What follows belongs to an exercise in optimizing a design on an open flow for small area and a short achievable clock period; a production flow would make more cautious choices.
Only simulation tests tie the RTL to the original design; equivalence was not proved.
No activity file was given, so power comes from the tool's default toggle rates.

==> flow/design.v <==
`timescale 1ns/1ns
module CPU(clk, rst, imem_addr, imem_data, dmem_addr, dmem_wdata, dmem_we, dmem_rdata);
input clk, rst;
output [31:0] imem_addr;
input  [31:0] imem_data;
output [31:0] dmem_addr;
output [31:0] dmem_wdata;
output        dmem_we;
input  [31:0] dmem_rdata;
integer i;
reg  [31:2] PC;
reg         stall;           
reg  [31:0] InstrD;
reg  [31:2] PCPlus4D;
reg         RegWriteE, MemtoRegE, MemWriteE, BranchE;
reg         opArithE, opSubE, opAndE, opOrE, opSltE;
reg         aRE, aME, aWE;           
reg         bIE, bRE, bME, bWE;      
reg         sRE, sME, sWE;           
reg  [4:0]  WriteRegE;
reg  [31:0] RD1E, RD2E;
reg  [15:0] ImmE;
reg  [31:2] PCBranchE;
reg         RegWriteM, MemtoRegM, MemWriteM, PCSrcM;
reg  [4:0]  WriteRegM;
reg  [31:0] ALUOutM, WDataM;
reg  [31:2] PCBranchM;
reg         RegWriteW;
reg  [4:0]  WriteRegW;
reg  [31:0] ResultW;
reg  [1023:0] rf;
wire [31:2] PCPlus4F = PC + 30'd1;
wire [31:2] PCNext   = PCSrcM ? PCBranchM : PCPlus4F;
wire [5:0]  opD = InstrD[31:26];
wire [5:0]  fnD = InstrD[5:0];
wire [4:0]  rsD = InstrD[25:21];
wire [4:0]  rtD = InstrD[20:16];
wire [4:0]  rdD = InstrD[15:11];
wire isR   = (opD == 6'b000000);
wire isLW  = (opD == 6'b100011);
wire isSW  = (opD == 6'b101011);
wire isADDI= (opD == 6'b001000);
wire isBEQ = (opD == 6'b000100);
wire RegWriteD = ~(isSW | isBEQ);
wire RegDstD   = ~(isLW | isADDI);
wire ALUSrcD   = isLW | isSW | isADDI;
wire fAdd = isR & (fnD == 6'b100000);
wire fOr  = isR & (fnD == 6'b100101);
wire fAnd = isR & (fnD == 6'b100100);
wire fSlt = isR & (fnD == 6'b101010);
wire opAddD = fAdd | ALUSrcD;
wire opSubD = ~(opAddD | fOr | fAnd | fSlt);
wire [4:0] WriteRegD = RegDstD ? rdD : rtD;
wire rsnz = (rsD != 5'd0);
wire fwdAM = rsnz & RegWriteE & (WriteRegE == rsD);
wire fwdAW = rsnz & RegWriteM & (WriteRegM == rsD) & ~fwdAM;
wire fwdBM = rsnz & RegWriteE & (WriteRegE == rtD);
wire fwdBW = rsnz & RegWriteM & (WriteRegM == rtD) & ~fwdBM;
wire stallNext = ~stall & isLW & ((rtD == imem_data[25:21]) | (rtD == imem_data[20:16]));
reg [31:0] rdA, rdB;
always @(*) begin
  rdA = 32'd0;
  rdB = 32'd0;
  for (i = 0; i < 32; i = i + 1) begin
    rdA = rdA | ({32{rsD == i}} & rf[i*32 +: 32]);
    rdB = rdB | ({32{rtD == i}} & rf[i*32 +: 32]);
  end
end
wire bypA = RegWriteW & (WriteRegW == rsD);
wire bypB = RegWriteW & (WriteRegW == rtD);
wire [31:0] RD1D = bypA ? ResultW : rdA;
wire [31:0] RD2D = bypB ? ResultW : rdB;
wire [31:2] PCBranchD = PCPlus4D + {{14{InstrD[15]}}, InstrD[15:0]};
wire [31:0] ImmX = {{16{ImmE[15]}}, ImmE};
wire [31:0] srcA = ({32{aRE}} & RD1E) | ({32{aME}} & ALUOutM) | ({32{aWE}} & ResultW);
wire [31:0] srcB = ({32{bIE}} & ImmX) | ({32{bRE}} & RD2E) | ({32{bME}} & ALUOutM) | ({32{bWE}} & ResultW);
wire [31:0] sdat = ({32{sRE}} & RD2E) | ({32{sME}} & ALUOutM) | ({32{sWE}} & ResultW);
wire        inv  = opSubE | opSltE;
wire [33:0] sumx = {1'b0, srcA, 1'b1} + {1'b0, srcB ^ {32{inv}}, inv};
wire [31:0] sum  = sumx[32:1];
wire        ltu  = ~sumx[33];
wire [31:0] aluY = ({32{opArithE}} & sum) | ({32{opAndE}} & (srcA & srcB)) |
                   ({32{opOrE}} & (srcA | srcB)) | {31'd0, opSltE & ltu};
wire        eqAB = (srcA == srcB);
wire [31:0] ResultM = MemtoRegM ? dmem_rdata : ALUOutM;
wire [31:0] WDataE  = (WriteRegE == WriteRegM) ? ResultM : sdat;
assign imem_addr  = {PC, 2'b00};
assign dmem_addr  = ALUOutM;
assign dmem_wdata = WDataM;
assign dmem_we    = MemWriteM;
always @(posedge clk) begin
  if (rst) begin
    PC <= 30'd0;
    stall <= 1'b0;
    InstrD <= 32'd0;
  end else begin
    stall <= stallNext;
    if (!stall) begin
      PC <= PCNext;
      InstrD <= imem_data;
    end
  end
end
always @(posedge clk) begin
  if (!stall) PCPlus4D <= PCPlus4F;
end
always @(posedge clk) begin
  if (rst | stall) begin
    RegWriteE <= 1'b0; MemtoRegE <= 1'b0; MemWriteE <= 1'b0; BranchE <= 1'b0;
    opArithE <= 1'b0; opSubE <= 1'b0; opAndE <= 1'b0; opOrE <= 1'b0; opSltE <= 1'b0;
    aRE <= 1'b0; aME <= 1'b0; aWE <= 1'b0;
    bIE <= 1'b0; bRE <= 1'b0; bME <= 1'b0; bWE <= 1'b0;
    sRE <= 1'b0; sME <= 1'b0; sWE <= 1'b0;
    WriteRegE <= 5'd0;
  end else begin
    RegWriteE <= RegWriteD; MemtoRegE <= isLW; MemWriteE <= isSW; BranchE <= isBEQ;
    opArithE <= opAddD | opSubD; opSubE <= opSubD; opAndE <= fAnd; opOrE <= fOr; opSltE <= fSlt;
    aRE <= ~(fwdAM | fwdAW); aME <= fwdAM; aWE <= fwdAW;
    bIE <= ALUSrcD;
    bRE <= ~ALUSrcD & ~(fwdBM | fwdBW); bME <= ~ALUSrcD & fwdBM; bWE <= ~ALUSrcD & fwdBW;
    sRE <= ~(fwdBM | fwdBW); sME <= fwdBM; sWE <= fwdBW;
    WriteRegE <= WriteRegD;
  end
end
always @(posedge clk) begin
  RD1E <= RD1D;
  RD2E <= RD2D;
  ImmE <= InstrD[15:0];
  PCBranchE <= PCBranchD;
end
always @(posedge clk) begin
  if (rst) begin
    RegWriteM <= 1'b0; MemtoRegM <= 1'b0; MemWriteM <= 1'b0; PCSrcM <= 1'b0;
    WriteRegM <= 5'd0; ALUOutM <= 32'd0; WDataM <= 32'd0;
    RegWriteW <= 1'b0;
  end else begin
    RegWriteM <= RegWriteE; MemtoRegM <= MemtoRegE; MemWriteM <= MemWriteE;
    PCSrcM <= BranchE & eqAB;
    WriteRegM <= WriteRegE; ALUOutM <= aluY; WDataM <= WDataE;
    RegWriteW <= RegWriteM;
  end
end
always @(posedge clk) begin
  PCBranchM <= PCBranchE;
  WriteRegW <= WriteRegM;
  ResultW <= ResultM;
end
wire [31:0] rfWD = rst ? 32'd0 : ResultW;
genvar g;
generate
  for (g = 0; g < 32; g = g + 1) begin : rfw
    always @(posedge clk)
      if (rst | (RegWriteW & (WriteRegW == g)))
        rf[g*32 +: 32] <= rfWD;
  end
endgenerate
endmodule
==> flow/run.sh <==
#!/bin/bash
# synth_recipe.tcl (not shown) runs the flow's synth.tcl, then flattens the netlist and writes it again
# the make line also repeats each setting of config.mk as NAME=value (left out here)
make -C /OpenROAD-flow-scripts/flow DESIGN_CONFIG=/design/flow/config.mk WORK_HOME=/design/flow/orfs CLKGATE_MAP_FILE= SYNTH_SCRIPT=/design/flow/synth_recipe.tcl finish
==> flow/config.mk <==
export PLATFORM = sky130hd
export DESIGN_NAME = CPU
export DESIGN_NICKNAME = CPU
export VERILOG_FILES = /design/flow/design.v
export SDC_FILE = /design/flow/constraint.sdc
export NUM_CORES = 4
export LEC_CHECK = 0
export CAP_MARGIN = 20
export CORE_MARGIN = 2
export CORE_UTILIZATION = 40
export SLEW_MARGIN = 20
==> flow/constraint.sdc <==
create_clock -name core_clock -period 7.0 [get_ports {clk}]
set_input_delay 1.4000 -clock core_clock [delete_from_list [all_inputs] [get_ports {clk}]]
set_output_delay 1.4000 -clock core_clock [all_outputs]
set_load 0.01 [all_outputs]
==> run summary, run 1 <==
Hold Startpoint PCBranchE[24]; HPWL Detailed 154500 um; count of final setup violators 0; syn_area_per_cell 12.94 um2; TritonCTS clock tree done; Die X 392.4 um; antenna violations before repair 18; Final Power 20.60 mW; Slew @ Worst Pin 1.324 ns; commonest cells after routing, fill and taps aside 1054 x edfxtp_1, 548 x a22oi_1, 334 x dfxtp_1; clock latency on the worst-skew pair 0.81 ns; PortBufs 160; Multi-input gate area 21140 um2; vias per cell 7.214; CORE AREA 149800 um2; Hold Crit Endpoint PCBranchM[24]; CTS resizes 0; htree depth 4; Tcrit/Tclk final 65.55%; Area Overhead vs Synth 16.72%; fmax 217.9 MHz; static leakage 25.41 nW; final cell count without fillers 6974; clock sinks 1392; clk slew on worst S/H paths 0.06 ns; GR Layer Usage met1 41.62%; crit-path max FO 17; most common cell after layout, fill and taps aside edfxtp_1; Post-synth EDFFs 1054; layout cells sized above 1 11.77%; Num CTS Buffers 143; Yosys warning total 1; Async SR Flop Fraction 0%; Routed WL 273700 um; Boundary Pins 163; FF-to-FF End ALUOutM[0]; max incr delay on CP 0.81 ns; Worst Hold Class reg2reg; ys flop type edfxtp_1; outcome no timing/DRC/antenna violations; Mapped Cells 4665; synth unique cells 68; FF/Latch Area 38420 um2; Seq/Total Area, Yosys 63.66%; # hold bufs at CTS 0; num rows 142; Worst Hold Depth 0; Post-Place Cells 6701; Initial Util 40.29%; CP required 7.73 ns; setup TNS 0 ns; die height 392.4 um; Die ar. 154000 um2; Worst Setup End Kind register; CP arrival 5.32 ns; post-CTS setup repair buffer count 0; Synth Register Bits 1392; critical path's slowest cell dfxtp_1; GR Layer Usage met3 16.73%; nets 5026; Setup Crit Path Kind reg2reg; setup skew after layout 0.03337 ns; Final ANT Viol Nets 0; gr ovfl total 0; CTS root buf clkbuf_16; time the worst path needs with I/O delays and setup 4.588 ns; global-route wire length before repair 371500 um; GR Util met2 49.68%; DRC 0; PD cells 292.5 nW/um2; Netlist Area Pre-Place 60350 um2; R2R Setup Slk 2.41 ns; vias 50308; GPL Wtd Cong 0.9833; all-layer global routing usage 34.60%; path depth of the worst reg2reg path 12; Clock Path Buffers 3; vias in the first global route 46714; RSZ-0062 raised after global routing no; max-slew violations 0; Area after DPL 65470 um2; final hold viol count 0; 1st-iter DRT viols 11018; relative slew slack 11.53%; Avg WL per Cell 39.24 um; largest net degree at the start of global routing 83; GRT busiest layer met2; FF-to-FF Start bIE; crit-path most repeated cell nand2_1; Final Cell Area 70440 um2; Max-cap violations 0; First-pass DRT Iterations 9; crit-path cells nand2_1, nand3_1, xnor2_1, ha_1, a21oi_1, nand2_1, a221oi_1, o311ai_1, a41oi_1, nor2b_1, o21ai_0, a31o_2; crit start category register; VDD IR max 0.1784 mV; # fillers 13049
-- registers in the layout (all words and copies together) (netlist names), 5 cells and up --
name	flops
PCBranchM	30
WDataM	32
ImmE	16
PCPlus4D	30
ALUOutM	32
rf	1024
PC	30
RD2E	32
WriteRegM	5
InstrD	32
PCBranchE	30
ResultW	32
WriteRegW	5
RD1E	32
WriteRegE	5
-- cell families after synthesis --
logic type               count (synthesis)  synth area share [%]
AND/OR/NAND/NOR                        954                 7.690
multiplexers                            79                 1.377
XOR/XNOR                               161                 2.337
adder cells (fa/ha/maj)                127                 2.645
flip-flops                            1392                 63.66
AO/OA/AOI/OAI                         1510                 19.53
buffers and inverters                  441                 2.757
other                                    1              0.006214
-- layer usage --
| metal | wire length (um) | vias to the layer above | part of all wire (%) |
|---|---|---|---|
| met5 | 471 | - | 0.17 |
| met4 | 21520 | 24 | 7.9 |
| met3 | 48380 | 1555 | 18 |
| met2 | 111800 | 5497 | 41 |
| met1 | 91510 | 23977 | 33 |
| li1 | - | 19255 | - |
-- report_power, final --
part	switching [mW]	internal (mW)	leakage (nW)
sequential	0.560	9.74	13.7
combinational	1.61	0.762	9.34
clock	3.40	4.54	2.35
-- synthesized netlist by cell type (all sizes together), types with 5 or more instances --
cell type,n,area [um2]
and3,22,137.6
xor2,65,569.3
ha,126,1577
inv,118,442.9
nor2b,54,337.8
o211ai,7,52.55
mux2i,47,470.5
buf,33,132.6
or2,5,31.28
a31oi,10,62.56
o21a,11,82.58
nand4,175,1095
clkbuf,290,1089
o21ai,51,255.3
a211oi,35,262.8
nor4,24,150.1
nand3,85,425.4
nor3,81,405.4
nor2,348,1306
nand3b,6,45.04
nor3b,5,37.54
edfxtp,1054,31650
o31ai,7,52.55
mux2,32,360.4
a21o,28,210.2
nand2b,19,118.9
dfxtp,338,6766
a21oi,146,730.7
a222oi,91,910.9
a22oi,548,4114
a221oi,272,2382
nand2,113,424.2
and2,5,31.28
xnor2,96,840.8
a22o,268,2347
-- stage by stage --
| step | utilization [%] | setup slack [ns] | hold WS [ns] |
|---|---|---|---|
| finish | 47.03 | 2.412 | 0.3227 |
| global route | 47.02 | 2.113 | 0.3299 |
| global placement | 43.67 | 2.246 | 0.3101 |
| floorplan | - | 2.343 | 0.3096 |
| detailed placement | 43.71 | 2.299 | 0.3121 |
| CTS | 46.93 | 2.246 | 0.3223 |
-- final cells by class --
| cell class | count | share of cell area, % |
|---|---|---|
| Antenna cell | 6 | 0.02132 |
| Clock buffer | 184 | 5.606 |
| Clock inverter | 80 | 1.242 |
| Inverter | 118 | 0.6306 |
| Multi-Input combinational cell | 2833 | 30.01 |
| Sequential cell | 1392 | 54.55 |
| Tap cell | 2016 | 3.581 |
| Timing Repair Buffer | 345 | 4.357 |
-- worst max path at each step --
stage | from | end | slack, ns
6_report | bIE | ALUOutM[0] | 2.41
5_1_grt | bIE | ALUOutM[0] | 2.11
4_1_cts | bWE | ALUOutM[0] | 2.25
3_5_place_dp | bWE | ALUOutM[0] | 2.30
3_3_place_gp | bWE | ALUOutM[0] | 2.25
2_1_floorplan | WriteRegW[1] | rf[608] | 2.34
-- worst max-delay path: cells and delay by family (launching register included) --
family	cells	cell delay, ns
simple gates	4	1.25
xor+xnor	1	0.10
fa+ha+maj	1	0.38
flops	1	0.81
compound gates	6	1.96
==> inputs of run 2 (changes only) <==
--- a/flow/config.mk
+++ b/flow/config.mk
@@ -6,6 +6,9 @@
 export NUM_CORES = 4
 export LEC_CHECK = 0
+export ABC_CLOCK_PERIOD_IN_PS = 3000
 export CAP_MARGIN = 20
 export CORE_MARGIN = 2
 export CORE_UTILIZATION = 40
+export SETUP_SLACK_MARGIN = 4.0
 export SLEW_MARGIN = 20
+export TNS_END_PERCENT = 5
==> run summary, run 2 <==
commonest cells after routing, fill and taps aside 1054 x edfxtp_1, 547 x a22oi_1, 307 x dfxtp_1 (was 1054 x edfxtp_1, 548 x a22oi_1, 334 x dfxtp_1); Final Cell Area 72970 um2 (was 70440 um2); Avg WL per Cell 39.25 um (was 39.24 um); most common cell in the netlist edfxtp_1 (unchanged); Synth Register Bits 1392 (unchanged); post-synthesis simple-gate area fraction 7.690% (unchanged); Logic pwr share 13.0% (was 11.5%); Netlist Area Pre-Place 60350 um2 (unchanged); Seq/Total Area, Yosys 63.66% (unchanged); Die X 392.4 um (unchanged); Area Overhead vs Synth 20.92% (was 16.72%); Yosys warning total 1 (unchanged); CTS root buf clkbuf_16 (unchanged); RSZ-0062 raised after global routing yes (was no); DRC 0 (unchanged); syn_area_per_cell 12.94 um2 (unchanged); First-pass DRT Iterations 14 (was 9); Initial Util 40.29% (unchanged); fmax 266.0 MHz (was 217.9 MHz); crit-path most repeated cell a311oi_2 (was nand2_1); critical path's slowest cell a222oi_1 (was dfxtp_1); leading area contributor after synthesis edfxtp_1 (unchanged); CP arrival 4.43 ns (was 5.32 ns); setup TNS 0 ns (unchanged); Final ANT Viol Nets 0 (unchanged); Mapped Cells 4665 (unchanged); num rows 142 (unchanged); PortBufs 160 (unchanged); antenna violations before repair 20 (was 18); area share of the largest cell type after synthesis 52.45% (unchanged); Worst Setup End Kind register (unchanged); CORE AREA 149800 um2 (unchanged); Worst Hold Class reg2reg (unchanged); max incr delay on CP 0.47 ns (was 0.81 ns); TritonCTS clock tree done (unchanged); final cell count without fillers 7151 (was 6974); Synth top cells by count 1054 x edfxtp_1, 548 x a22oi_1, 348 x nor2_1 (unchanged); count of final setup violators 0 (unchanged); Area after DPL 65700 um2 (was 65470 um2); vias in the first global route 47805 (was 46714); Int Power 15.28 mW (was 15.04 mW); switching power total 5.807 mW (was 5.565 mW); max-slew violations 0 (unchanged); relative slew slack 12.69% (was 11.53%); Routed WL 280700 um (was 273700 um); most common cell after layout, fill and taps aside edfxtp_1 (unchanged); VDD IR max 0.2395 mV (was 0.1784 mV); Async SR Flop Fraction 0% (unchanged); Post-Place Cells 6718 (was 6701); outcome no timing/DRC/antenna violations (unchanged); setup skew after layout 0.04292 ns (was 0.03337 ns); mux share of post-synthesis cell area 1.377% (unchanged); Num CTS Buffers 145 (was 143); clk slew on worst S/H paths 0.06 ns (about the same); ys flop type edfxtp_1 (unchanged); HPWL Detailed 157900 um (was 154500 um); crit-path max FO 4 (was 17); Sequential Power Share 48.8% (was 50.0%); largest cells by area after synthesis edfxtp_1 52%, dfxtp_1 11%, a22oi_1 6.8%, a221oi_1 3.9%, a22o_1 3.9% (unchanged); largest reg by FF count rf (unchanged); Slew @ Worst Pin 1.305 ns (was 1.324 ns); GPL Wtd Cong 0.9828 (was 0.9833); clock sinks 1392 (unchanged); clock latency on the worst-skew pair 0.81 ns (about the same); nets 5195 (was 5026); Post-synth EDFFs 1054 (unchanged); global-route wire length before repair 379700 um (was 371500 um); max reg flops 1024 (unchanged); Clock Power Share 38.2% (was 38.5%); largest net degree at the start of global routing 74 (was 83); Setup Crit Path Kind reg2reg (unchanged); crit start category register (unchanged); final hold slack 0.3229 ns (was 0.3227 ns); vias 51467 (was 50308); final hold viol count 0 (unchanged); Clock Path Buffers 3 (unchanged); time the worst path needs with I/O delays and setup 3.759 ns (was 4.588 ns); Synth Area in Adders 2.645% (unchanged); XOR/XNOR Fraction of Synth Area 2.337% (unchanged); vias per cell 7.197 (was 7.214); Die ar. 154000 um2 (unchanged); largest family of logic cells by synthesized area compound AO/OA/AOI/OAI gates (unchanged); CP required 7.67 ns (was 7.73 ns); die height 392.4 um (unchanged); static leakage 26.58 nW (was 25.41 nW); Max-cap violations 0 (unchanged); synth unique cells 68 (unchanged); sw frac 27.54% (was 27.01%); crit-path cells buf_12, a222oi_1, inv_1, ha_4, o211a_1, a32o_2, a311oi_2, buf_4, and3_4, o21ai_4, a31o_1, a311o_1, a311oi_2, o221ai_1 (was nand2_1, nand3_1, xnor2_1, ha_1, a21oi_1, nand2_1, a221oi_1, o311ai_1, a41oi_1, nor2b_1, o21ai_0, a31o_2); gr ovfl total 0 (unchanged); Tcrit/Tclk final 53.70% (was 65.55%); Boundary Pins 163 (unchanged); PD cells 288.9 nW/um2 (was 292.5 nW/um2); layout cells sized above 1 16.93% (was 11.77%); Synth Area in Compound Gates 19.53% (unchanged); 1st-iter DRT viols 11449 (was 11018); all-layer global routing usage 35.38% (was 34.60%); htree depth 4 (unchanged)
==> run 2: cell counts after synthesis <==
Identical to the previous run, type by type.
==> run 2: timing repair <==
item                                   4_1_cts  5_1_grt
setup buffers                              123       25
pin swaps                                   95       42
setup endpoints to repair                  763      893
cloned                                       5        0
endpoints found under the hold margin        0        0
hold buffers                                 0        0
resized for setup                          173       42
==> run 2: worst max-delay path, delay by kind of cell, from the launching register on <==
kind | cells | cell delay (ns)
simple gates | 1 | 0.19
compound gates | 9 | 2.32
buf+inv | 3 | 0.48
fa+ha+maj | 1 | 0.26
flops | 1 | 0.37
==> run 2: cells by family after synthesis <==
family	after synthesis
AOI/OAI and AO/OA	1510
xor gates and xnor gates	161
adders and majority gates	127
buffers and inverters	441
DFF	1392
muxes	79
other	1
and+or+nand+nor	954
==> run 2: through the flow <==
step / worst slack (ns) / total power, mW / util (%)
after floorplan: 3.220 / 11.42 / -
after global placement: 2.322 / 12.67 / 43.80
after detailed placement: 2.340 / 12.68 / 43.86
after CTS: 3.412 / 20.83 / 48.42
after global routing: 3.104 / 21.52 / 48.70
final: 3.241 / 21.08 / 48.72
==> run 2: power groups by stage <==
stage / combinational [mW] / clock, mW / sequential [mW]
2_1_floorplan: 1.20 / 0 / 10.2
3_3_place_gp: 2.24 / 0 / 10.4
3_5_place_dp: 2.26 / 0 / 10.4
4_1_cts: 2.53 / 8.04 / 10.3
5_1_grt: 2.82 / 8.36 / 10.3
6_report: 2.74 / 8.05 / 10.3
==> run 2: final timing paths <==
path,startpoint,endpoint,slack (ns),depth (start not counted)
worst max-delay path,aME,ALUOutM[31],3.24,14
worst min-delay path,PCBranchE[23],PCBranchM[23],0.32,0
worst max register to register,aME,ALUOutM[31],3.24,14
worst min register to register,PCBranchE[23],PCBranchM[23],0.32,0
==> run 2: layout make-up <==
class	count	area, um2
antenna	14	35.03
clock inverter	84	992.2
tap	2016	2522
fill	12862	76800
multi-input combinational	2834	21880
clock buffer	182	3923
sequential	1392	38480
inverter	118	445.4
timing repair buffer	511	4696
==> run 2: metal layers <==
| layer | wire, um | track usage (%) | vias to the layer above |
|---|---|---|---|
| met2 | 115500 | 50.98 | 5429 |
| met5 | 347 | 0.4785 | - |
| li1 | - | - | 19627 |
| met3 | 49050 | 17.30 | 1613 |
| met4 | 23010 | 22.21 | 24 |
| met1 | 92750 | 42.02 | 24774 |
==> inputs of run 3 (changes only) <==
--- a/flow/config.mk
+++ b/flow/config.mk
@@ -9,5 +9,6 @@
 export CAP_MARGIN = 20
 export CORE_MARGIN = 2
-export CORE_UTILIZATION = 40
+export CORE_UTILIZATION = 60
+export CTS_BUF_LIST = sky130_fd_sc_hd__clkbuf_4 sky130_fd_sc_hd__clkbuf_8
 export SETUP_SLACK_MARGIN = 4.0
 export SLEW_MARGIN = 20
==> run summary, run 3 <==
CP required 7.85 ns (was 7.67 ns); antenna violations before repair 15 (was 20); global-route wire length before repair 364600 um (was 379700 um); all-layer global routing usage 51.00% (was 35.38%); Worst Setup End Kind register (unchanged); First-pass DRT Iterations 14 (unchanged); Setup Crit Path Kind reg2reg (unchanged); setup skew after layout 0.06795 ns (was 0.04292 ns); synth unique cells 68 (unchanged); HPWL Detailed 146100 um (was 157900 um); Tcrit/Tclk final 53.48% (was 53.70%); WL met1 88090 um (was 92750 um); setup TNS 0 ns (unchanged); Worst Hold Class reg2reg (unchanged); ys flop type edfxtp_1 (unchanged); CP top delay family compound AO/OA/AOI/OAI gates (unchanged); outcome no timing/DRC/antenna violations (unchanged); CP arrival 4.60 ns (was 4.43 ns); RSZ-0062 raised after global routing yes (unchanged); Routed WL 268900 um (was 280700 um); Critical path origin aME (unchanged); largest net degree at the start of global routing 67 (was 74); relative slew slack 9.997% (was 12.69%); PortBufs 160 (unchanged); crit start category register (unchanged); clock latency on the worst-skew pair 0.96 ns (was 0.81 ns); met2 wire length 104600 um (was 115500 um); CORE AREA 99860 um2 (was 149800 um2); vias per cell 8.017 (was 7.197); Avg WL per Cell 41.00 um (was 39.25 um); crit-path cells buf_12, a222oi_1, inv_1, ha_4, a21o_1, a21o_1, a221oi_2, a21boi_2, a221oi_2, buf_4, o311ai_4, a41oi_2, nor2b_1, o21ai_2, a31o_2 (was buf_12, a222oi_1, inv_1, ha_4, o211a_1, a32o_2, a311oi_2, buf_4, and3_4, o21ai_4, a31o_1, a311o_1, a311oi_2, o221ai_1); clock sinks 1392 (unchanged); GPL Wtd Cong 0.9849 (was 0.9828); DRC 0 (unchanged); Final ANT Viol Nets 0 (unchanged); Max Used Layer met5 (unchanged); crit-path max FO 15 (was 4); static leakage 26.38 nW (was 26.58 nW); time the worst path needs with I/O delays and setup 3.744 ns (was 3.759 ns); fmax 267.1 MHz (was 266.0 MHz); WP buf/inv 3 (unchanged); most common cell after layout, fill and taps aside edfxtp_1 (unchanged); leading area contributor after synthesis edfxtp_1 (unchanged); Synth Register Bits 1392 (unchanged); 1st-iter DRT viols 12044 (was 11449); PD cells 278.9 nW/um2 (was 288.9 nW/um2); syn_area_per_cell 12.94 um2 (unchanged); VDD IR max 0.2268 mV (was 0.2395 mV); Yosys warning total 1 (unchanged); die height 321.1 um (was 392.4 um); Max-cap violations 0 (unchanged); count of final setup violators 0 (unchanged); Async SR Flop Fraction 0% (unchanged); Mapped Cells 4665 (unchanged); max reg flops 1024 (unchanged); layout cells sized above 1 19.09% (was 16.93%); htree depth 4 (unchanged); vias 52576 (was 51467); final hold viol count 0 (unchanged); Synth top cells by count 1054 x edfxtp_1, 548 x a22oi_1, 348 x nor2_1 (unchanged); # fillers 6957 (was 12862); max-slew violations 0 (unchanged); vias in the first global route 48045 (was 47805); Hold Startpoint PCBranchE[27] (was PCBranchE[23]); area share of the largest cell type after synthesis 52.45% (unchanged); Layout Utilization 71.33% (was 48.72%); num rows 116 (was 142); Clock Path Buffers 3 (unchanged); most common cell in the netlist edfxtp_1 (unchanged); critical path's slowest cell a222oi_1 (unchanged); largest reg by FF count rf (unchanged); largest cells by area after synthesis edfxtp_1 52%, dfxtp_1 11%, a22oi_1 6.8%, a221oi_1 3.9%, a22o_1 3.9% (unchanged); nets 5263 (was 5195); Boundary Pins 163 (unchanged); TritonCTS clock tree done (unchanged); gr ovfl total 0 (unchanged); Die ar. 103100 um2 (was 154000 um2); Die X 321.1 um (was 392.4 um); Area Overhead vs Synth 18.03% (was 20.92%); Num CTS Buffers 215 (was 145); # hold bufs at CTS 0 (unchanged); clk slew on worst S/H paths 0.07 ns (was 0.06 ns); metal3 WL 51740 um (was 49050 um); Seq/Total Area, Yosys 63.66% (unchanged); Initial Util 60.44% (was 40.29%); Post-synth EDFFs 1054 (unchanged); commonest cells after routing, fill and taps aside 1054 x edfxtp_1, 546 x a22oi_1, 325 x buf_4 (was 1054 x edfxtp_1, 547 x a22oi_1, 307 x dfxtp_1); Slew @ Worst Pin 1.347 ns (was 1.305 ns); FF-to-FF Start aME (unchanged); CTS root buf clkbuf_8 (was clkbuf_16); Netlist Area Pre-Place 60350 um2 (unchanged); max incr delay on CP 0.43 ns (was 0.47 ns)
run 3: path summary, 6_finish.rpt:
path	cells after the start	end	slack, ns
max	15	ALUOutM[0]	3.26
min	0	PCBranchM[27]	0.32
max reg2reg	15	ALUOutM[0]	3.26
min reg2reg	0	PCBranchM[27]	0.32
run 3: metal layers:
layer	GRT usage [%]	vias to the layer above
met5	3.357	-
met4	32.36	14
met3	27.81	1836
met2	68.62	6143
met1	63.17	24814
li1	-	19769
run 3: repair_timing:
| action | 4_1_cts | 5_1_grt |
|---|---|---|
| cloned | 2 | 0 |
| resized for setup | 133 | 78 |
| setup buffers | 120 | 46 |
| setup endpoints to repair | 344 | 451 |
| pin swaps | 74 | 71 |
| hold endpoints to repair | 0 | 0 |
run 3: logic make-up after synthesis:
| kind of cell | share of synthesized area, % |
|---|---|
| other cells | 0.006214 |
| buf+inv | 2.757 |
| simple gates | 7.690 |
| mux | 1.377 |
| flops | 63.66 |
| fa+ha+maj | 2.645 |
| xor+xnor | 2.337 |
| compound gates | 19.53 |
run 3: layout make-up:
type	count	area, um2	share of cell area, %
Inverter	118	442.9	0.6218
Timing Repair Buffer	510	4469	6.275
Antenna cell	17	42.54	0.05973
Sequential cell	1392	38470	54.02
Multi-Input combinational cell	2833	21890	30.74
Clock buffer	300	3704	5.200
Clock inverter	90	575.6	0.8081
Tap cell	1298	1624	2.280
run 3: power by group:
group	switching [mW]	internal [mW]
clock	3.33	3.57
sequential	0.535	9.74
combinational	1.72	0.968
total	5.59	14.3
run 3: worst reg2reg max path, cell delays in order (launching register included):
cell      delay [ns]
dfxtp_4         0.35
buf_12          0.15
a222oi_1        0.43
inv_1           0.17
ha_4            0.29
a21o_1          0.18
a21o_1          0.18
a221oi_2        0.31
a21boi_2        0.15
a221oi_2        0.29
buf_4           0.18
o311ai_4        0.09
a41oi_2         0.30
nor2b_1         0.09
o21ai_2         0.31
a31o_2          0.21
run 3: stage by stage:
stage | hold slack (ns) | instance area [um2] | setup WS (ns) | instances | power, mW
global route | 0.3286 | 71200 | 3.229 | 6547 | 20.26
CTS | 0.3217 | 70520 | 3.423 | 6495 | 19.52
detailed placement | 0.3121 | 64590 | 2.030 | 5983 | 12.59
floorplan | 0.3096 | 60390 | 3.220 | 4666 | 11.42
finish | 0.3195 | 71230 | 3.256 | 6558 | 19.86
global placement | 0.3110 | 64570 | 2.002 | 5982 | 12.57
==> inputs of run 4 (changes only) <==
--- a/flow/design.v
+++ b/flow/design.v
@@ -1,2 +1,31 @@
+`timescale 1ns/1ns
+module add32(a, b, ci, s, co);
+input  [31:0] a, b;
+input         ci;
+output reg [31:0] s;
+output reg        co;
+reg [31:0] p, g, gn, pn;
+integer l, i, j;
+always @(*) begin
+  p = a ^ b;
+  g = a & b;
+  g[0] = (a[0] & b[0]) | (a[0] & ci) | (b[0] & ci);
+  for (l = 0; l < 5; l = l + 1) begin
+    gn = g;
+    pn = p;
+    for (i = 0; i < 32; i = i + 1) begin
+      if ((i >> l) & 1) begin
+        j = ((i >> l) << l) - 1;
+        gn[i] = g[i] | (p[i] & g[j]);
+        pn[i] = p[i] & p[j];
+      end
+    end
+    g = gn;
+    p = pn;
+  end
+  s  = (a ^ b) ^ {g[30:0], ci};
+  co = g[31];
+end
+endmodule
 `timescale 1ns/1ns
 module CPU(clk, rst, imem_addr, imem_data, dmem_addr, dmem_wdata, dmem_we, dmem_rdata);
@@ -15,7 +44,7 @@
 reg         RegWriteE, MemtoRegE, MemWriteE, BranchE;
 reg         opArithE, opSubE, opAndE, opOrE, opSltE;
-reg         aRE, aME, aWE;           
-reg         bIE, bRE, bME, bWE;      
-reg         sRE, sME, sWE;           
+reg         aRE, aME;                
+reg         bIE, bRE, bME;           
+reg         sRE, sME;                
 reg  [4:0]  WriteRegE;
 reg  [31:0] RD1E, RD2E;
@@ -67,21 +96,23 @@
   end
 end
+wire [31:0] ResultM;
 wire bypA = RegWriteW & (WriteRegW == rsD);
 wire bypB = RegWriteW & (WriteRegW == rtD);
-wire [31:0] RD1D = bypA ? ResultW : rdA;
-wire [31:0] RD2D = bypB ? ResultW : rdB;
+wire [31:0] RD1D = fwdAW ? ResultM : bypA ? ResultW : rdA;
+wire [31:0] RD2D = fwdBW ? ResultM : bypB ? ResultW : rdB;
 wire [31:2] PCBranchD = PCPlus4D + {{14{InstrD[15]}}, InstrD[15:0]};
 wire [31:0] ImmX = {{16{ImmE[15]}}, ImmE};
-wire [31:0] srcA = ({32{aRE}} & RD1E) | ({32{aME}} & ALUOutM) | ({32{aWE}} & ResultW);
-wire [31:0] srcB = ({32{bIE}} & ImmX) | ({32{bRE}} & RD2E) | ({32{bME}} & ALUOutM) | ({32{bWE}} & ResultW);
-wire [31:0] sdat = ({32{sRE}} & RD2E) | ({32{sME}} & ALUOutM) | ({32{sWE}} & ResultW);
+wire [31:0] srcA = ({32{aRE}} & RD1E) | ({32{aME}} & ALUOutM);
+wire [31:0] srcB = ({32{bIE}} & ImmX) | ({32{bRE}} & RD2E) | ({32{bME}} & ALUOutM);
+wire [31:0] sdat = ({32{sRE}} & RD2E) | ({32{sME}} & ALUOutM);
 wire        inv  = opSubE | opSltE;
-wire [33:0] sumx = {1'b0, srcA, 1'b1} + {1'b0, srcB ^ {32{inv}}, inv};
-wire [31:0] sum  = sumx[32:1];
-wire        ltu  = ~sumx[33];
+wire [31:0] sum;
+wire        cout;
+add32 adder(.a(srcA), .b(srcB ^ {32{inv}}), .ci(inv), .s(sum), .co(cout));
+wire        ltu  = ~cout;
 wire [31:0] aluY = ({32{opArithE}} & sum) | ({32{opAndE}} & (srcA & srcB)) |
                    ({32{opOrE}} & (srcA | srcB)) | {31'd0, opSltE & ltu};
 wire        eqAB = (srcA == srcB);
-wire [31:0] ResultM = MemtoRegM ? dmem_rdata : ALUOutM;
+assign ResultM = MemtoRegM ? dmem_rdata : ALUOutM;
 wire [31:0] WDataE  = (WriteRegE == WriteRegM) ? ResultM : sdat;
 assign imem_addr  = {PC, 2'b00};
@@ -109,15 +140,15 @@
     RegWriteE <= 1'b0; MemtoRegE <= 1'b0; MemWriteE <= 1'b0; BranchE <= 1'b0;
     opArithE <= 1'b0; opSubE <= 1'b0; opAndE <= 1'b0; opOrE <= 1'b0; opSltE <= 1'b0;
-    aRE <= 1'b0; aME <= 1'b0; aWE <= 1'b0;
-    bIE <= 1'b0; bRE <= 1'b0; bME <= 1'b0; bWE <= 1'b0;
-    sRE <= 1'b0; sME <= 1'b0; sWE <= 1'b0;
+    aRE <= 1'b0; aME <= 1'b0;
+    bIE <= 1'b0; bRE <= 1'b0; bME <= 1'b0;
+    sRE <= 1'b0; sME <= 1'b0;
     WriteRegE <= 5'd0;
   end else begin
     RegWriteE <= RegWriteD; MemtoRegE <= isLW; MemWriteE <= isSW; BranchE <= isBEQ;
     opArithE <= opAddD | opSubD; opSubE <= opSubD; opAndE <= fAnd; opOrE <= fOr; opSltE <= fSlt;
-    aRE <= ~(fwdAM | fwdAW); aME <= fwdAM; aWE <= fwdAW;
+    aRE <= ~fwdAM; aME <= fwdAM;
     bIE <= ALUSrcD;
-    bRE <= ~ALUSrcD & ~(fwdBM | fwdBW); bME <= ~ALUSrcD & fwdBM; bWE <= ~ALUSrcD & fwdBW;
-    sRE <= ~(fwdBM | fwdBW); sME <= fwdBM; sWE <= fwdBW;
+    bRE <= ~ALUSrcD & ~fwdBM; bME <= ~ALUSrcD & fwdBM;
+    sRE <= ~fwdBM; sME <= fwdBM;
     WriteRegE <= WriteRegD;
   end
==> flow/config.mk (replaced) <==
export PLATFORM = sky130hd
export DESIGN_NAME = CPU
export DESIGN_NICKNAME = CPU
export VERILOG_FILES = /design/flow/design.v
export SDC_FILE = /design/flow/constraint.sdc
export NUM_CORES = 4
export LEC_CHECK = 0
export CAP_MARGIN = 20
export CORE_MARGIN = 2
export CORE_UTILIZATION = 40
export SETUP_SLACK_MARGIN = 4.0
export SLEW_MARGIN = 20
export TNS_END_PERCENT = 5
==> run summary, run 4 <==
outcome no timing/DRC/antenna violations (unchanged); die height 392.8 um (was 321.1 um); syn_area_per_cell 13.05 um2 (was 12.94 um2); clk slew on worst S/H paths 0.06 ns (was 0.07 ns); nets 5106 (was 5263); Netlist Area Pre-Place 60470 um2 (was 60350 um2); antenna violations before repair 14 (was 15); gr ovfl total 0 (unchanged); vias 50720 (was 52576); FF-to-FF End PCSrcM (was ALUOutM[0]); final hold viol count 0 (unchanged); Routed WL 276700 um (was 268900 um); clock latency on the worst-skew pair 0.81 ns (was 0.96 ns); # hold bufs at CTS 0 (unchanged); worst slack, placed 2.625 ns (was 2.030 ns); Boundary Pins 163 (unchanged); vias per cell 7.197 (was 8.017); num rows 142 (was 116); fmax 285.2 MHz (was 267.1 MHz); Setup Crit Path Kind reg2reg (unchanged); time the worst path needs with I/O delays and setup 3.506 ns (was 3.744 ns); area share of the largest cell type after synthesis 52.34% (was 52.45%); VDD IR max 0.1879 mV (was 0.2268 mV); Worst Setup End Kind register (unchanged); Synth Register Bits 1389 (was 1392); largest cells by area after synthesis edfxtp_1 52%, dfxtp_1 11%, a22oi_1 6.9%, a22o_1 4.2%, a221oi_1 4.1% (was edfxtp_1 52%, dfxtp_1 11%, a22oi_1 6.8%, a221oi_1 3.9%, a22o_1 3.9%); Avg WL per Cell 39.26 um (was 41.00 um); Post-synth EDFFs 1054 (unchanged); Initial Util 40.33% (was 60.44%); Synth top cells by count 1054 x edfxtp_1, 552 x a22oi_1, 335 x dfxtp_1 (was 1054 x edfxtp_1, 548 x a22oi_1, 348 x nor2_1); Area Overhead vs Synth 19.18% (was 18.03%); max-slew violations 0 (unchanged); R2R Setup Slk 3.49 ns (was 3.26 ns); ys flop type edfxtp_1 (unchanged); htree depth 4 (unchanged); Clock Path Buffers 3 (unchanged); most common cell in the netlist edfxtp_1 (unchanged); most common cell after layout, fill and taps aside edfxtp_1 (unchanged); leading area contributor after synthesis edfxtp_1 (unchanged); GPL Wtd Cong 0.9573 (was 0.9849); RSZ-0062 raised after global routing yes (unchanged); clock sinks 1389 (was 1392); # fillers 13045 (was 6957); Worst Hold Class reg2reg (unchanged); static leakage 26.08 nW (was 26.38 nW); Hold Crit Endpoint PCBranchM[4] (was PCBranchM[27]); 1st-iter DRT viols 11150 (was 12044); HPWL Detailed 150600 um (was 146100 um); Seq/Total Area, Yosys 63.43% (was 63.66%); Die X 392.8 um (was 321.1 um); Mapped Cells 4634 (was 4665); all-layer global routing usage 34.62% (was 51.00%); Slew @ Worst Pin 1.309 ns (was 1.347 ns); TritonCTS clock tree done (unchanged); commonest cells after routing, fill and taps aside 1054 x edfxtp_1, 551 x a22oi_1, 315 x dfxtp_1 (was 1054 x edfxtp_1, 546 x a22oi_1, 325 x buf_4); Yosys warning total 2 (was 1); path depth of the worst reg2reg path 18 (was 15); global-route wire length before repair 372300 um (was 364600 um); Max-cap violations 0 (unchanged); crit-path max FO 6 (was 15); CP arrival 4.20 ns (was 4.60 ns); vias in the first global route 47010 (was 48045); Async SR Flop Fraction 0% (unchanged); synth unique cells 74 (was 68); worst setup margin 3.494 ns (was 3.256 ns); FF-to-FF Start bME (was aME); PortBufs 160 (unchanged); PD cells 283.0 nW/um2 (was 278.9 nW/um2); Tcrit/Tclk final 50.08% (was 53.48%); CORE AREA 150000 um2 (was 99860 um2); Worst Hold Depth 0 (unchanged); count of final setup violators 0 (unchanged); Final ANT Viol Nets 0 (unchanged); setup TNS 0 ns (unchanged); largest reg by FF count rf (unchanged); Hold Startpoint PCBranchE[4] (was PCBranchE[27]); CTS root buf clkbuf_16 (was clkbuf_8); DRC 0 (unchanged); crit start category register (unchanged); First-pass DRT Iterations 17 (was 14); Num CTS Buffers 143 (was 215); max reg flops 1024 (unchanged); largest net degree at the start of global routing 101 (was 67); Die ar. 154300 um2 (was 103100 um2); layout cells sized above 1 15.22% (was 19.09%); CP required 7.70 ns (was 7.85 ns); setup skew after layout 0.03425 ns (was 0.06795 ns); relative slew slack 12.11% (was 9.997%)
run 4: how the worst max path moves through the flow:
stage / from / endpoint
floorplan: bIE / ALUOutM[16]
global placement: bRE / ALUOutM[16]
detailed placement: bRE / ALUOutM[16]
CTS: bME / ALUOutM[0]
global route: bME / ALUOutM[0]
finish: bME / PCSrcM
run 4: what timing repair did:
item                       4_1_cts  5_1_grt
setup endpoints to repair      221      325
buffers inserted                84       40
gates resized for setup        124       85
pin swaps                       45       38
cloned                           4        2
run 4: layout make-up:
cell class | count | area (um2) | share of cell area (%)
inverters | 149 | 559.3 | 0.7760
clock inverters | 69 | 651.9 | 0.9044
well taps | 2016 | 2522 | 3.500
repair buffers | 457 | 4247 | 5.892
flip-flops and latches | 1389 | 38410 | 53.30
multi-input cells | 2770 | 21760 | 30.19
clock buffers | 187 | 3899 | 5.409
diodes | 10 | 25.02 | 0.03472
run 4: kinds of logic (layout without fill, tap and decap cells):
family | count (synthesis) | count (layout) | synth area share, %
compound gates | 1571 | 1571 | 20.09
flops | 1389 | 1389 | 63.43
simple gates | 833 | 836 | 7.008
buf+inv | 479 | 862 | 3.166
xor+xnor | 154 | 154 | 2.268
fa+ha+maj | 130 | 130 | 2.764
mux | 77 | 77 | 1.277
other cells | 1 | 12 | 0.006201
run 4: stage by stage:
stage                     hold slack [ns]  utilization [%]  instances  instance area (um2)  power [mW]
final                              0.3217            48.07       7047                72080       20.40
after global placement             0.3102            43.59       6650                65370       12.55
after CTS                          0.3234            47.56       6994                71310       20.15
after detailed placement           0.3121            43.59       6650                65370       12.55
after floorplan                    0.3096                -       4635                60570       11.37
after global routing               0.3287            48.05       7039                72060       20.83
run 4: worst max-delay path, stage by stage (launching register included):
cell and delay [ns]:
dfxtp_4 0.39, buf_16 0.17, buf_4 0.13, a222oi_1 0.36
buf_4 0.19, buf_4 0.09, buf_4 0.10, buf_4 0.10
buf_4 0.10, buf_4 0.09, buf_4 0.09, buf_4 0.09
buf_4 0.10, inv_1 0.03, ha_1 0.30, nor4_2 0.26
and4_1 0.36, nand4_1 0.22, nor4_1 0.22
run 4: where the power goes:
group / internal, mW / switching [mW]
clock: 4.25 / 3.37
sequential: 9.72 / 0.572
combinational: 0.851 / 1.64
total: 14.8 / 5.58
run 4: layer usage:
metal,vias to the layer above,GRT usage [%],part of all wire (%)
met5,-,0.8612,0.20
met4,28,22.67,8.7
met3,1630,15.86,17
met2,5427,48.86,40
met1,24294,42.29,34
li1,19341,-,-

## re-timing with driven ports
The results above use ideal ports. As a check the final layouts listed here were re-extracted and re-timed, cells and wires unchanged. Step 1, drivers: a clkbuf_16 drives clk and a buf_2 each remaining input, both assumed. Step 2 moves the port delays by t, midway between the first and last clock arrival at a register: inputs arrive t later, outputs are due t later. That takes back most of the time a late clock gives input paths. a / b / c = no drivers / after step 1 / after step 2; a / b = the first two.
| run | shift t [ns] | setup slack, ns | worst setup path at the end |
|---|---|---|---|
| run 1 | 0.865 | 2.412 / 2.412 / 1.842 | input to register |
| run 2 | 0.887 | 3.241 / 3.241 / 2.889 | input to register |
| run 3 | 1.001 | 3.256 / 3.256 / 2.602 | input to register |
| run 4 | 0.879 | 3.494 / 3.494 / 2.958 | input to register |
After both steps setup and hold are still met in every run listed. For run 3, which loses most, drivers alone change the setup slack by 0.000 ns; drivers and shift together by -0.654 ns.
